This design comes from an exercise in tuning for small area and a short achievable clock period on the open sky130 flow, not from production work.
At most, simulation tests tie the RTL to the original design; equivalence was not proved.
No functional check of the RTL was part of run 1.
Power and IR drop assume default switching activity.

==> flow/design.v <==
module LCD_CTRL(clk,reset,datain,cmd,cmd_valid,dataout,output_valid,busy);
input clk;
input reset;
input [7:0] datain;
input [2:0] cmd;
input cmd_valid;
output [7:0] dataout;
output output_valid;
output busy;
reg [7:0] ring [0:63];
reg [5:0] phase;              
reg       busy_r, ov_r;       
reg [3:0] cnt;                
reg [7:0] lo_n, hi_n;         
reg [2:0] ox, oy;
reg       mag;
reg [7:0] out_r;
reg [7:0] c00, c22, c_o, c_r, c_d;
integer i;
genvar g, b;
wire [7:0] lo_r = ~lo_n;
wire [7:0] hi_r = ~hi_n;
wire is_load = busy_r & ~ov_r;
wire accept  = ~busy_r & cmd_valid;
wire ox0 = (ox == 3'd0), ox4 = (ox == 3'd4);
wire oy0 = (oy == 3'd0), oy4 = (oy == 3'd4);
wire mag_n = (cmd == 3'd2) | (mag & (cmd != 3'd1) & (cmd != 3'd3));
wire cmd0 = (cmd == 3'd0), cmd1 = (cmd == 3'd1), cmd2 = (cmd == 3'd2), cmd3 = (cmd == 3'd3);
wire cmd4 = (cmd == 3'd4), cmd5 = (cmd == 3'd5), cmd6 = (cmd == 3'd6), cmd7 = (cmd == 3'd7);
wire f_22 = cmd_valid & cmd2;
wire f_00 = cmd_valid & (cmd1 | cmd3 | (~mag & ~cmd2));
wire f_o  = cmd_valid & mag & (cmd0 | cmd5 | (cmd4 & ox4) | (cmd6 & oy0) | (cmd7 & oy4));
wire f_r  = cmd_valid & mag & cmd4 & ~ox4;
wire f_u  = ~cmd_valid | (mag & cmd6 & ~oy0);
wire f_d  = cmd_valid & mag & cmd7 & ~oy4;
wire [7:0] first_n;
generate
  for (b = 0; b < 8; b = b + 1) begin : fbit
    wire p, q;
    lcd_aoi222 fa (.a(f_22), .b(c22[b]), .c(f_00), .d(c00[b]), .e(f_o), .f(c_o[b]), .y(p));
    lcd_aoi222 fb (.a(f_r), .b(c_r[b]), .c(f_u), .d(out_r[b]), .e(f_d), .f(c_d[b]), .y(q));
    lcd_and2 fc (.a(p), .b(q), .y(first_n[b]));
  end
endgenerate
wire use_rd  = busy_r | (cmd_valid & mag & ~ox0 & (cmd == 3'd5));
wire nuse_rd = ~use_rd;
wire [63:0] sel;
wire [7:0]  rd, out_d;
generate
  for (g = 0; g < 64; g = g + 1) begin : s
    assign sel[g] = ~(lo_n[g%8] | hi_n[g/8]);
  end
  for (b = 0; b < 8; b = b + 1) begin : rbit
    wire [20:0] t;
    wire        t21;
    wire [5:0]  u;
    wire        v0, v1;
    for (g = 0; g < 21; g = g + 1) begin : a3
      lcd_aoi222 ua (.a(sel[3*g]), .b(ring[3*g][b]), .c(sel[3*g+1]), .d(ring[3*g+1][b]),
                     .e(sel[3*g+2]), .f(ring[3*g+2][b]), .y(t[g]));
    end
    lcd_nand2 ub (.a(sel[63]), .b(ring[63][b]), .y(t21));
    lcd_nand4 n0 (.a(t[0]),  .b(t[1]),  .c(t[2]),  .d(t[3]),  .y(u[0]));
    lcd_nand4 n1 (.a(t[4]),  .b(t[5]),  .c(t[6]),  .d(t[7]),  .y(u[1]));
    lcd_nand4 n2 (.a(t[8]),  .b(t[9]),  .c(t[10]), .d(t[11]), .y(u[2]));
    lcd_nand4 n3 (.a(t[12]), .b(t[13]), .c(t[14]), .d(t[15]), .y(u[3]));
    lcd_nand4 n4 (.a(t[16]), .b(t[17]), .c(t[18]), .d(t[19]), .y(u[4]));
    lcd_nand2 n5 (.a(t[20]), .b(t21), .y(u[5]));
    lcd_nor3  m0 (.a(u[0]), .b(u[1]), .c(u[2]), .y(v0));
    lcd_nor3  m1 (.a(u[3]), .b(u[4]), .c(u[5]), .y(v1));
    lcd_nand2 m2 (.a(v0), .b(v1), .y(rd[b]));
    lcd_a32oi m3 (.a1(v0), .a2(v1), .a3(use_rd), .b1(nuse_rd), .b2(first_n[b]), .y(out_d[b]));
  end
endgenerate
function [7:0] rotl;
  input [7:0] v;
  input [2:0] k;
  rotl = (v << k) | (v >> (4'd8 - k));
endfunction
wire row_next = (cnt[1:0] == 2'd2);
wire at62     = lo_r[6] & hi_r[7];
wire cnt14    = (cnt == 4'd14);
wire cnt15    = (cnt == 4'd15);
wire out_mid  = ov_r & ~cnt14 & ~cnt15;
wire c_p1  = (is_load & ~at62) | (~busy_r & ~cmd_valid);        
wire c_u   = ov_r & cnt14;                                      
wire c_l   = ov_r & cnt15;                                      
wire c_zi0 = out_mid & mag & ~row_next;                         
wire c_zi4 = out_mid & mag & row_next;                          
wire c_zo9 = out_mid & ~mag & row_next;                         
wire c_m1b = (is_load & at62) | (out_mid & ~mag & ~row_next);   
wire a_ld  = accept & (cmd == 3'd1);                            
wire a_zi  = accept & (cmd == 3'd2);                            
wire a_zo  = accept & ((cmd == 3'd3) | (~mag & (cmd != 3'd1) & (cmd != 3'd2)));  
wire a_in  = accept & mag;
wire a_m1  = a_in & ((cmd == 3'd0) | ((cmd == 3'd4) & ox4) | ((cmd == 3'd5) & ox0) |
                     ((cmd == 3'd6) & oy0) | ((cmd == 3'd7) & oy4));   
wire a_m2  = a_in & (cmd == 3'd4) & ~ox4;                       
wire a_0   = a_in & (cmd == 3'd5) & ~ox0;                       
wire a_p7  = a_in & (cmd == 3'd6) & ~oy0;                       
wire a_m9  = a_in & (cmd == 3'd7) & ~oy4;                       
wire l0    = lo_r[0];
wire l_ge1 = ~lo_r[0];
wire l_ge2 = ~(lo_r[0] | lo_r[1]);
wire l_ge4 = |lo_r[7:4];
wire l_ge6 = lo_r[6] | lo_r[7];
wire l7    = lo_r[7];
wire m1  = c_m1b | a_m1;
wire m9  = c_zo9 | a_m9;
wire r0 = c_zi0 | a_0;
wire r1 = c_p1;
wire r7 = m1 | m9 | a_p7;
wire r4 = c_u | c_zi4;
wire r2 = c_l;
wire r6 = a_m2;
wire h1 = (c_p1 & l7) | (a_p7 & l_ge1);
wire h0 = (c_p1 & ~l7) | (m1 & ~l0) | r0 | (c_l & l_ge6) | (c_zi4 & l_ge4) |
          (a_m2 & l_ge2) | (a_p7 & ~l_ge1);
wire h7 = (m1 & l0) | (c_l & ~l_ge6) | (c_zi4 & ~l_ge4) | (a_m2 & ~l_ge2) | (m9 & l_ge1);
wire h6 = m9 & ~l_ge1;
wire h4 = c_u & ~l_ge4;
wire h5 = c_u & l_ge4;
wire [7:0] pl  = 8'd1 << phase[2:0];
wire [7:0] ph  = 8'd1 << phase[5:3];
wire [7:0] ph_zo = (phase[2:0] == 3'd0) ? rotl(ph, 3'd7) : ph;
wire [7:0] ph_zi = (phase[2:0] >= 3'd2) ? rotl(ph, 3'd6) : rotl(ph, 3'd5);
wire [7:0] lo_nn, hi_nn;
wire [7:0] pl_zo = rotl(pl, 3'd7), pl_zi = rotl(pl, 3'd6);
generate
  for (b = 0; b < 8; b = b + 1) begin : nbit
    wire p, q, t, u, v, w;
    lcd_aoi222 la (.a(r0), .b(lo_r[b]), .c(r1), .d(lo_r[(b+7)%8]), .e(r7), .f(lo_r[(b+1)%8]), .y(p));
    lcd_aoi222 lb (.a(r4), .b(lo_r[(b+4)%8]), .c(r2), .d(lo_r[(b+6)%8]), .e(r6), .f(lo_r[(b+2)%8]), .y(q));
    lcd_aoi222 lc (.a(a_zo), .b(pl_zo[b]), .c(a_zi), .d(pl_zi[b]), .e(a_ld), .f(b == 7 ? 1'b1 : 1'b0), .y(t));
    lcd_and3   ld (.a(p), .b(q), .c(t), .y(lo_nn[b]));
    lcd_aoi222 ha (.a(h0), .b(hi_r[b]), .c(h1), .d(hi_r[(b+7)%8]), .e(h7), .f(hi_r[(b+1)%8]), .y(u));
    lcd_aoi222 hb (.a(h6), .b(hi_r[(b+2)%8]), .c(h4), .d(hi_r[(b+4)%8]), .e(h5), .f(hi_r[(b+3)%8]), .y(v));
    lcd_aoi222 hc (.a(a_zo), .b(ph_zo[b]), .c(a_zi), .d(ph_zi[b]), .e(a_ld), .f(b == 7 ? 1'b1 : 1'b0), .y(w));
    lcd_and3   hd (.a(u), .b(v), .c(w), .y(hi_nn[b]));
  end
endgenerate
always @(posedge clk) begin
  for (i = 63; i > 0; i = i - 1) ring[i] <= ring[i-1];
  ring[0] <= is_load ? datain : ring[63];
  out_r <= out_d;
  lo_n  <= lo_nn;
  hi_n  <= hi_nn;
  phase <= accept & (cmd == 3'd1) ? 6'd63 : phase + 6'd1;
  cnt   <= ov_r ? cnt + 4'd1 : 4'd0;
end
always @(posedge clk) begin
  if (is_load & lo_r[7] & hi_r[7]) c00 <= datain;
  if (is_load & lo_r[1] & hi_r[2]) c22 <= datain;
  if (ov_r & (cnt == 4'd0)) c_o <= out_r;
  if (ov_r & (cnt == 4'd1)) c_r <= out_r;
  if (ov_r & (cnt == 4'd4)) c_d <= out_r;
end
always @(posedge clk) begin
  if (reset) begin
    busy_r <= 1'b0;
    ov_r   <= 1'b0;
  end else if (~busy_r) begin
    if (cmd_valid) begin
      busy_r <= 1'b1;
      ov_r   <= (cmd != 3'd1);
    end
  end else if (is_load) begin
    if (at62) ov_r <= 1'b1;
  end else if (cnt == 4'd15) begin
    busy_r <= 1'b0;
    ov_r   <= 1'b0;
  end
end
always @(posedge clk) begin
  if (accept) begin
    mag <= mag_n;
    case (cmd)
      3'd1: begin ox <= 3'd0; oy <= 3'd0; end
      3'd2: begin ox <= 3'd2; oy <= 3'd2; end
      3'd4: if (!ox4) ox <= ox + 3'd1;
      3'd5: if (!ox0) ox <= ox - 3'd1;
      3'd6: if (!oy0) oy <= oy - 3'd1;
      3'd7: if (!oy4) oy <= oy + 3'd1;
      default: ;
    endcase
  end
end
assign dataout      = out_r;
assign busy         = busy_r;
assign output_valid = ov_r;
endmodule
module lcd_aoi222(input a, b, c, d, e, f, output y);
  assign y = ~((a & b) | (c & d) | (e & f));
endmodule
module lcd_nand4(input a, b, c, d, output y);
  assign y = ~(a & b & c & d);
endmodule
module lcd_nand2(input a, b, output y);
  assign y = ~(a & b);
endmodule
module lcd_nor3(input a, b, c, output y);
  assign y = ~(a | b | c);
endmodule
module lcd_and2(input a, b, output y);
  assign y = a & b;
endmodule
module lcd_and3(input a, b, c, output y);
  assign y = a & b & c;
endmodule
module lcd_a32oi(input a1, a2, a3, b1, b2, output y);
  assign y = ~((a1 & a2 & a3) | (b1 & b2));
endmodule
module lcd_mux2 #(parameter W = 1) (input s, input [W-1:0] a, b, output [W-1:0] y);
  assign y = s ? a : b;
endmodule
==> flow/run.sh <==
#!/bin/bash
# synth_recipe.tcl (not shown) runs the flow's synth.tcl, then flattens the netlist and writes it again
# the make line also repeats each setting of config.mk as NAME=value (left out here)
make -C /OpenROAD-flow-scripts/flow DESIGN_CONFIG=/design/flow/config.mk WORK_HOME=/design/flow/orfs CLKGATE_MAP_FILE= SYNTH_SCRIPT=/design/flow/synth_recipe.tcl finish
==> flow/constraint.sdc <==
create_clock -name core_clock -period 5.5 [get_ports {clk}]
set_input_delay 1.1000 -clock core_clock [delete_from_list [all_inputs] [get_ports {clk}]]
set_output_delay 1.1000 -clock core_clock [all_outputs]
set_load 0.01 [all_outputs]
==> flow/config.mk <==
export PLATFORM = sky130hd
export DESIGN_NAME = LCD_CTRL
export DESIGN_NICKNAME = LCD_CTRL
export VERILOG_FILES = /design/flow/design.v
export SDC_FILE = /design/flow/constraint.sdc
export NUM_CORES = 4
export LEC_CHECK = 0
export CAP_MARGIN = 20
export CORE_MARGIN = 2
export CORE_UTILIZATION = 40
export CTS_CLUSTER_DIAMETER = 100
export CTS_CLUSTER_SIZE = 25
export SETUP_SLACK_MARGIN = 3.3
export SLEW_MARGIN = 20
export SYNTH_HIERARCHICAL = 1
==> results.txt, run 1 <==
ANT cells=0; slew at the pin closest to its max-slew limit=639 ps; wire per inst=21.8 µm; Post-synth EDFFs=47; fraction of synthesized cell area in xor and xnor cells=0.461%; synthesized cell area=~0.017 mm²; Vias/cell=5.86; Seq. cell area=between 0.01 and 0.015 mm²; Synth Area in Compound Gates=around 15%; Worst-Skew Late Latency=620 ps; DR pass1 iterations=10; Max Freq=409 MHz; Antenna Nets Post-Route=0; worst hold-check path type=flop to flop; first-pass GRT wire length=62300 µm; final setup vio count=0; share of layout cells above drive strength 1=~13%; final hold violations=0; Adder-Cell Fraction of Synth Area=0.966%; Multi-input gate area=0.00472 mm²; Mapped Cells=1254; commonest cells after routing, fill and taps aside=dfxtp_1 (524), a222oi_1 (232), nor2_1 (88); final core utilization=46.0%; TNS Setup=0 ps; Root Buffer=clkbuf_16; sequential element share of the synthesized area=72.4%; status=no timing/DRC/antenna violations; post-route setup slack=roughly 3100 ps; mux share of post-synthesis cell area=0.0659%; post-synthesis simple-gate area fraction=9.21%; Buffers on Ports=23; pwr/cell area=443 mW/mm²; ys async rst share=0%; Placement Rows=75; commonest non-fill, non-tap cell in the layout=dfxtp_1; Worst Path Arrival=2970 ps; Worst Skew=around 50 ps; Netlist cell types=between 50 and 60; Final Non-Filler Cells=between 1500 and 2000; area grow syn2layout=13.0%; total power=about 8.6 mW; Slew headroom=a little under three fifths; Pins Over Slew Limit=0; HPWL after detailed placement=28100 µm; required time worst endpoint=6020 ps; CTS buffer count=28; # fillers=3758; H-tree levels=1; Die Width=211 µm; placed insts=1808; Final min period=2450 ps; YS warnings=9; RSZ-0062 raised after global routing=true; flop and latch count out of synthesis=just under 600; Max VDD drop=214 µV; initial DRC count=between 1500 and 2000; most used flip-flop cell after synthesis=dfxtp_1; Max Cap Viol=0; Placement Setup Slack=~1700 ps; largest family of logic cells by synthesized area=compound AO/OA/AOI/OAI gates; final wirelength=40900 µm; die height=211 µm; clock buffer depth=3; Synth Area per Inst=~14 µm²; largest net degree at the start of global routing=27; DIE AREA=0.0444 mm²; via count=10980; antenna violations before repair=0; DR DRC count=0; Tot GR Track Use=a little under a fifth; Critical Path Fanout Max=13; Setup CP Type=input port to flop; CTS sink cnt=595; final cycle utilization of the critical path=44.5%; gpl congestion=0.810; IO Pins=24; launching element type of the critical path=input port; Clock transition at path regs=90 ps; CTS tree=built; vias in the first global route=about 11000; fin nets=approximately 1400; Worst Setup End Kind=flop; Overflow after GRT=0; core area=about 0.042 mm²; P_leak=7.12 nW; Initial Utilization=40.7%
layer usage:
metal  wire (µm)  GRT usage (%)  part of all wire [%]  vias up
li1            -              -                     -     5119
met1       18400           24.8                    45     5446
met2       18900           29.4                    46      343
met3        2020           2.35                   4.9       72
met4        1490           6.68                   3.6        0
met5           0              0                     0        -
flip-flops by register name, summed over array words and instances, names as in the netlist:
| register | cells |
|---|---|
| c_d | 8 |
| c_r | 8 |
| hi_n | 8 |
| ov_r | 1 |
| lo_n | 8 |
| out_r | 8 |
| mag | 1 |
| oy | 3 |
| c00 | 8 |
| busy_r | 1 |
| c22 | 8 |
| cnt | 4 |
| c_o | 8 |
| phase | 6 |
| ring | 512 |
| ox | 3 |
per-module statistics from Yosys (local to each module, per instance), a selection:
| module | flip-flops and latches | cells | area (µm²) |
|---|---|---|---|
| lcd_aoi222 | 0 | 1 | 10.0 |
| LCD_CTRL | 595 | 918 | 14100 |
| lcd_and3 | 0 | 1 | 6.26 |
| lcd_nand2 | 0 | 1 | 3.75 |
| lcd_a32oi | 0 | 1 | 8.76 |
| lcd_and2 | 0 | 1 | 6.26 |
| lcd_nor3 | 0 | 1 | 10.0 |
path summary, 6_finish.rpt:
kind	from	slack (ps)	to	depth (start not counted)
max	cmd[1]	3050	hi_n[4]	8
min	ring[25][6]	310	ring[26][6]	0
min reg2reg	ring[25][6]	310	ring[26][6]	0
max reg2reg	cnt[0]	3070	hi_n[4]	8
cell families (layout without fill, tap and decap cells):
family                   count (synthesis)  count (layout)
flip-flops                             595             595
AND/OR/NAND/NOR                        302             302
AO/OA/AOI/OAI                          273             273
buffers and inverters                   60             128
adder cells (fa/ha/maj)                 12              12
XOR/XNOR                                 9               9
other                                    2              16
multiplexers                             1               1
per-stage QoR:
stage | instance area, µm² | hold slack [ps]
floorplan | 17200 | 330
global placement | 18000 | 332
detailed placement | 18000 | 335
CTS | 19200 | 308
global route | 19300 | 307
finish | 19300 | 308
where the power goes:
group / leakage, nW / internal [mW] / switching (mW) / total (mW)
logic: 1.81 / 0.447 / 0.745 / 1.19
registers: 4.93 / 4.69 / 0.419 / 5.11
clock network: 0.380 / 0.950 / 1.30 / 2.25
cells in the mapped netlist (all sizes together), types with 4 or more instances:
cell type / number / area share (%)
ha: 10 / 0.73
nand2: 63 / 1.4
a21oi: 8 / 0.23
buf: 7 / 0.30
edfxtp: 47 / 8.3
a32oi: 9 / 0.46
and3: 19 / 0.70
o21ai: 6 / 0.18
xor2: 5 / 0.26
nor3: 24 / 1.2
dfxtp: 548 / 64
o22ai: 5 / 0.18
nand2b: 8 / 0.29
clkbuf: 21 / 0.58
inv: 32 / 0.70
nand3: 8 / 0.23
a222oi: 232 / 14
nor2b: 10 / 0.41
nor2: 95 / 2.1
xnor2: 4 / 0.20
nand4: 45 / 1.6
and2: 14 / 0.51
worst max-delay path: stages:
cell	delay [ps]
buf_4	170
nand3b_1	230
inv_2	90
nand2_1	90
a31oi_1	120
or4_4	600
a222oi_1	360
and3_1	200
final cells by class:
type,count,area share (%)
Clock buffer,34,3.74
Clock inverter,3,0.343
Sequential cell,595,64.5
Multi-Input combinational cell,613,24.4
Timing Repair Buffer,59,2.84
Inverter,32,0.673
Tap cell,539,3.49
repair_timing:
item	4_1_cts	5_1_grt
setup endpoints to repair	45	34
buffers inserted	23	7
pin swaps	12	13
hold buffers	0	0
resized for setup	143	21
==> run 2, diff against run 1 <==
==> flow/design.v (replaced) <==
module LCD_CTRL(clk,reset,datain,cmd,cmd_valid,dataout,output_valid,busy);
input clk;
input reset;
input [7:0] datain;
input [2:0] cmd;
input cmd_valid;
output [7:0] dataout;
output output_valid;
output busy;
reg [7:0] ring [0:63];
reg [5:0] phase;
reg       busy_r, ov_r;       
reg [3:0] cnt;                
reg [5:0] ra_reg;             
reg [2:0] ox, oy;
reg       mag;
reg [7:0] out_r;
integer i;
wire idle   = ~busy_r;
wire accept = idle & cmd_valid;
wire is_load = busy_r & ~ov_r;
wire [2:0] ox_r = (ox == 3'd4) ? ox : ox + 3'd1;
wire [2:0] ox_l = (ox == 3'd0) ? ox : ox - 3'd1;
wire [2:0] oy_u = (oy == 3'd0) ? oy : oy - 3'd1;
wire [2:0] oy_d = (oy == 3'd4) ? oy : oy + 3'd1;
wire [5:0] p_o  = phase - {oy, ox};
wire [5:0] p_r  = phase - {oy, ox_r};
wire [5:0] p_l  = phase - {oy, ox_l};
wire [5:0] p_u  = phase - {oy_u, ox};
wire [5:0] p_d  = phase - {oy_d, ox};
wire [5:0] p_zi = phase - 6'd18;
reg [5:0] ra0;
reg       mag_n;
always @* begin
  mag_n = mag;
  case (cmd)
    3'd2: mag_n = 1'b1;
    3'd1, 3'd3: mag_n = 1'b0;
    default: ;
  endcase
  case (cmd)
    3'd0: ra0 = mag ? p_o : phase;
    3'd2: ra0 = p_zi;
    3'd4: ra0 = mag ? p_r : phase;
    3'd5: ra0 = mag ? p_l : phase;
    3'd6: ra0 = mag ? p_u : phase;
    3'd7: ra0 = mag ? p_d : phase;
    default: ra0 = phase;
  endcase
end
wire [5:0] ra = ov_r ? ra_reg : is_load ? phase : ra0;
wire [7:0] rd = ring[ra];
wire       row_next = (cnt[1:0] == 2'd2);
wire [5:0] step     = mag ? (row_next ? 6'd60 : 6'd0) : (row_next ? 6'd55 : 6'd63);
always @(posedge clk) begin
  for (i = 63; i > 0; i = i - 1) ring[i] <= ring[i-1];
  ring[0] <= is_load ? datain : ring[63];
  out_r <= rd;
  phase <= (accept & (cmd == 3'd1)) ? 6'd63 : phase + 6'd1;
end
always @(posedge clk) begin
  if (reset) begin
    busy_r <= 1'b0;
    ov_r   <= 1'b0;
  end else if (idle) begin
    if (cmd_valid) begin
      busy_r <= 1'b1;
      ov_r   <= (cmd != 3'd1);
    end
  end else if (is_load) begin
    if (phase == 6'd62) ov_r <= 1'b1;
  end else if (cnt == 4'd15) begin
    busy_r <= 1'b0;
    ov_r   <= 1'b0;
  end
end
always @(posedge clk) begin
  if (ov_r) begin
    cnt    <= cnt + 4'd1;
    ra_reg <= ra_reg + step;
  end else begin
    cnt    <= 4'd0;
    ra_reg <= ra + (mag_n & ~is_load ? 6'd0 : 6'd63);
  end
end
always @(posedge clk) begin
  if (accept) begin
    mag <= mag_n;
    case (cmd)
      3'd1: begin ox <= 3'd0; oy <= 3'd0; end
      3'd2: begin ox <= 3'd2; oy <= 3'd2; end
      3'd4: ox <= ox_r;
      3'd5: ox <= ox_l;
      3'd6: oy <= oy_u;
      3'd7: oy <= oy_d;
      default: ;
    endcase
  end
end
assign dataout      = out_r;
assign busy         = busy_r;
assign output_valid = ov_r;
endmodule
--- a/flow/config.mk
+++ b/flow/config.mk
@@ -10,6 +10,3 @@
 export CORE_UTILIZATION = 40
-export CTS_CLUSTER_DIAMETER = 100
-export CTS_CLUSTER_SIZE = 25
-export SETUP_SLACK_MARGIN = 3.3
+export SETUP_SLACK_MARGIN = 3.0
 export SLEW_MARGIN = 20
-export SYNTH_HIERARCHICAL = 1
==> results.txt, run 2 <==
r2r worst-path depth=18 (+10); Placement Rows=77 (+2.7%); first-pass GRT wire length=93600 µm (+50%); # fillers=3717 (-1.1%); Critical Path Source=ox[1]; final cycle utilization of the critical path=79.6% (+35 points); Mapped Cells=1647 (+31%); share of layout cells above drive strength 1=27.5% (+15 points); CTS buffer count=51 (+82%); number of flip-flops in the largest register=512 (unchanged); synthesized cell area=0.0181 mm² (+5.8%); Tot GR Track Use=26.8% (+8.7 points); Overflow after GRT=0 (unchanged); Placement Setup Slack=100 ps (-1570 ps); DIE AREA=0.0470 mm² (+5.7%); P_leak=9.43 nW (+32%); Worst Setup End Kind=flop; area leader, netlist=dfxtp_1; initial DRC count=1906 (-0.99%); DR DRC count=0 (unchanged); area grow syn2layout=32.9%; most frequent cell after synthesis=dfxtp_1; Antenna Nets Post-Route=0 (unchanged); HPWL after detailed placement=42200 µm (+50%); worst hold-check path type=flop to flop; Worst-Skew Late Latency=610 ps (about the same); YS warnings=2 (-7); Clock transition at path regs=70 ps (-20 ps); reg2reg end=out_r[3]; required time worst endpoint=5970 ps (-50 ps); Setup CP Type=flop to flop; ranking of synthesized cells by area=dfxtp_1 (60%), nand2_1 (2.8%), ha_1 (2.6%); largest net degree at the start of global routing=44 (+63%); Max VDD drop=274 µV (+28%); H-tree levels=2 (+1); wire per inst=26.4 µm (+21%); sequential element share of the synthesized area=60.7% (-12 points); R2R Setup Slk=1120 ps (-1950 ps); Slew headroom=39.0% (-18 points); commonest non-fill, non-tap cell in the layout=dfxtp_1; vias in the first global route=14536 (+37%); Final min period=4380 ps (+1930 ps); Die Width=217 µm (+2.8%); biggest regs=ring: 512 flops, out_r: 8 flops; crit path to=out_r[3]; Final Non-Filler Cells=2502 (+33%); Netlist cell types=87 (+67%); Synth Area per Inst=11.0 µm² (-19%); CTS tree=built; TNS Setup=0 ps (unchanged); status=no timing/DRC/antenna violations; Worst Skew=26.3 ps (-22.2 ps); placed insts=2266 (+25%); pwr/cell area=569 mW/mm² (+28%); slew at the pin closest to its max-slew limit=915 ps (+275 ps); most used flip-flop cell after synthesis=dfxtp_1; reg2reg start=ox[1]; clock buffer depth=3 (unchanged); fin nets=1925 (+42%); Worst Path Arrival=4850 ps (+1880 ps); die height=217 µm (+2.8%); IO Pins=24 (unchanged); CTS sink cnt=545 (-8.4%); post-route setup slack=1120 ps (-1930 ps); final setup vio count=0 (unchanged); Top reg by flops=ring; Critical Path Fanout Max=7 (-6); Root Buffer=clkbuf_16; core area=0.0444 mm² (+5.6%); via count=15082 (+37%); Post-synth EDFFs=7 (-85%); synth cell count leaders=dfxtp_1 (538), nand2_1 (135), nand3_1 (80); Initial Utilization=40.8% (+0.077 points); Pins Over Slew Limit=0 (unchanged); ys async rst share=0% (unchanged); share of the synthesized area in the top cell type=59.5% (-4.6 points); final core utilization=54.2% (+8.2 points); Vias/cell=6.03 (+2.9%); final hold violations=0 (unchanged); Max Cap Viol=0 (unchanged); antenna violations before repair=2 (+2); RSZ-0062 raised after global routing=true; commonest cells after routing, fill and taps aside=dfxtp_1 (534), buf_4 (162), nand2_1 (127); flop and latch count out of synthesis=545 (-8.4%); final wirelength=66000 µm (+62%); gpl congestion=0.953 (+18%); Max Freq=228 MHz (-44%); DR pass1 iterations=6 (-4); launching element type of the critical path=flop; Buffers on Ports=23 (unchanged)
==> run 2: cell types whose count changed in the layout (fill, tap and decap cells not counted), sizes merged, moves of 34 or more <==
| cell | previous run | this run |
|---|---|---|
| a22o | 2 | 36 |
| o21ai | 6 | 40 |
| buf | 50 | 232 |
| edfxtp | 47 | 7 |
| nand3 | 8 | 80 |
| a21oi | 8 | 72 |
| a222oi | 232 | 15 |
| clkbuf | 34 | 75 |
| a221oi | 0 | 36 |
| nand2 | 63 | 135 |
| a22oi | 0 | 55 |
==> run 2: per-layer routing <==
metal / global-route usage [%] / up-vias / part of all wire (%)
met5: 0 / - / 0.018
met4: 12.4 / 2 / 4.8
met3: 6.55 / 217 / 11
met2: 40.1 / 921 / 42
met1: 36.6 / 7376 / 42
li1: - / 6566 / -
==> run 2: where the power goes <==
group          internal, mW  leakage, nW  switching, mW  total, mW
sequential             4.21         4.48          0.231       4.44
clock                  2.24        0.912           1.56       3.80
combinational          2.29         4.04           3.16       5.45
total                  8.74         9.43           4.95       13.7
==> run 2: what timing repair did <==
action | in CTS | in global routing
hold buffers | 0 | 0
pin swaps | 62 | 68
buffers inserted | 79 | 48
cloned | 11 | 3
endpoints found under the setup margin | 24 | 14
resized for setup | 210 | 82
==> run 2: worst min path at each step <==
stage           startpoint          end  slack [ps]  cells past startpoint
2_1_floorplan   ring[3][0]   ring[4][0]         320                      0
3_3_place_gp    ring[3][0]   ring[4][0]         330                      0
3_5_place_dp   ring[23][5]  ring[24][5]         340                      0
4_1_cts        ring[43][2]  ring[44][2]         340                      0
5_1_grt        ring[43][2]  ring[44][2]         340                      0
6_report       ring[61][4]  ring[62][4]         340                      0
==> run 2: layout make-up <==
cell class	count	area [µm²]	area share, %
timing repair buffer	261	2680	11.1
multi-input combinational	976	7650	31.8
antenna	1	2.50	0.0104
clock inverter	22	314	1.31
timing repair inverter	1	6.26	0.0260
clock buffer	72	1530	6.35
inverter	32	151	0.629
tap	592	741	3.08
sequential	545	11000	45.7
==> run 2: metrics by stage <==
step | hold WS (ps) | instance area (µm²) | total power, mW
2_1_floorplan | 323 | 18400 | 6.71
3_3_place_gp | 329 | 19700 | 8.24
3_5_place_dp | 336 | 19700 | 8.27
4_1_cts | 341 | 23200 | 13.1
5_1_grt | 341 | 24100 | 14.1
6_report | 335 | 24100 | 13.7
==> run 2: kinds of logic (layout without fill, tap and decap cells) <==
kind of cell             Yosys count  count (layout)  share of synthesized area, %
AO/OA/AOI/OAI                    443             443                          18.4
XOR/XNOR                          31              31                          1.50
adder cells (fa/ha/maj)           43              43                          3.18
buffers and inverters            127             388                          2.89
flip-flops                       545             545                          60.7
multiplexers                      25              25                          1.42
other                              0               1                             0
AND/OR/NAND/NOR                  433             434                          11.9
==> run 2: critical path, stage by stage, from the launching register on <==
cell and delay (ps):
edfxtp_1 430, inv_2 130, ha_4 190, nand2_4 90, mux2i_4 200, ha_1 270
nand2b_1 70, a21oi_2 240, mux2_4 340, o31a_1 340, a211oi_4 300, bufinv_8 270
buf_6 120, nand3_4 180, o2bb2ai_4 70, a221oi_2 170, nand4_1 210, a222oi_1 410
a41oi_1 180

==> port drivers added, routing unchanged <==
The flow's constraints put no driver on any port. The routed layouts listed below were extracted and timed again, unchanged, in two steps.
Step 1 sets driving cells, clkbuf_16 on the clock port and buf_2 on the other inputs (assumed; they add their load-dependent delay and slew).
Step 2 times the ports against the registers' clock, not the clock port: input delays grow and output delays shrink by t, the midpoint of the rising clock arrivals with the driver on.
Slacks: ideal / step 1 / step 2; pairs: ideal / step 1.
run	t (ns)	setup slack, ns	worst setup path at the end
run 1	0.651	3.054 / 3.067 / 2.435	input to register
run 2	0.660	1.122 / 1.122 / 0.585	input to register
After both steps setup and hold are still met in every run listed. The setup slack of run 1, which loses most, moves by +0.013 ns with the drivers and by -0.619 ns with both steps.
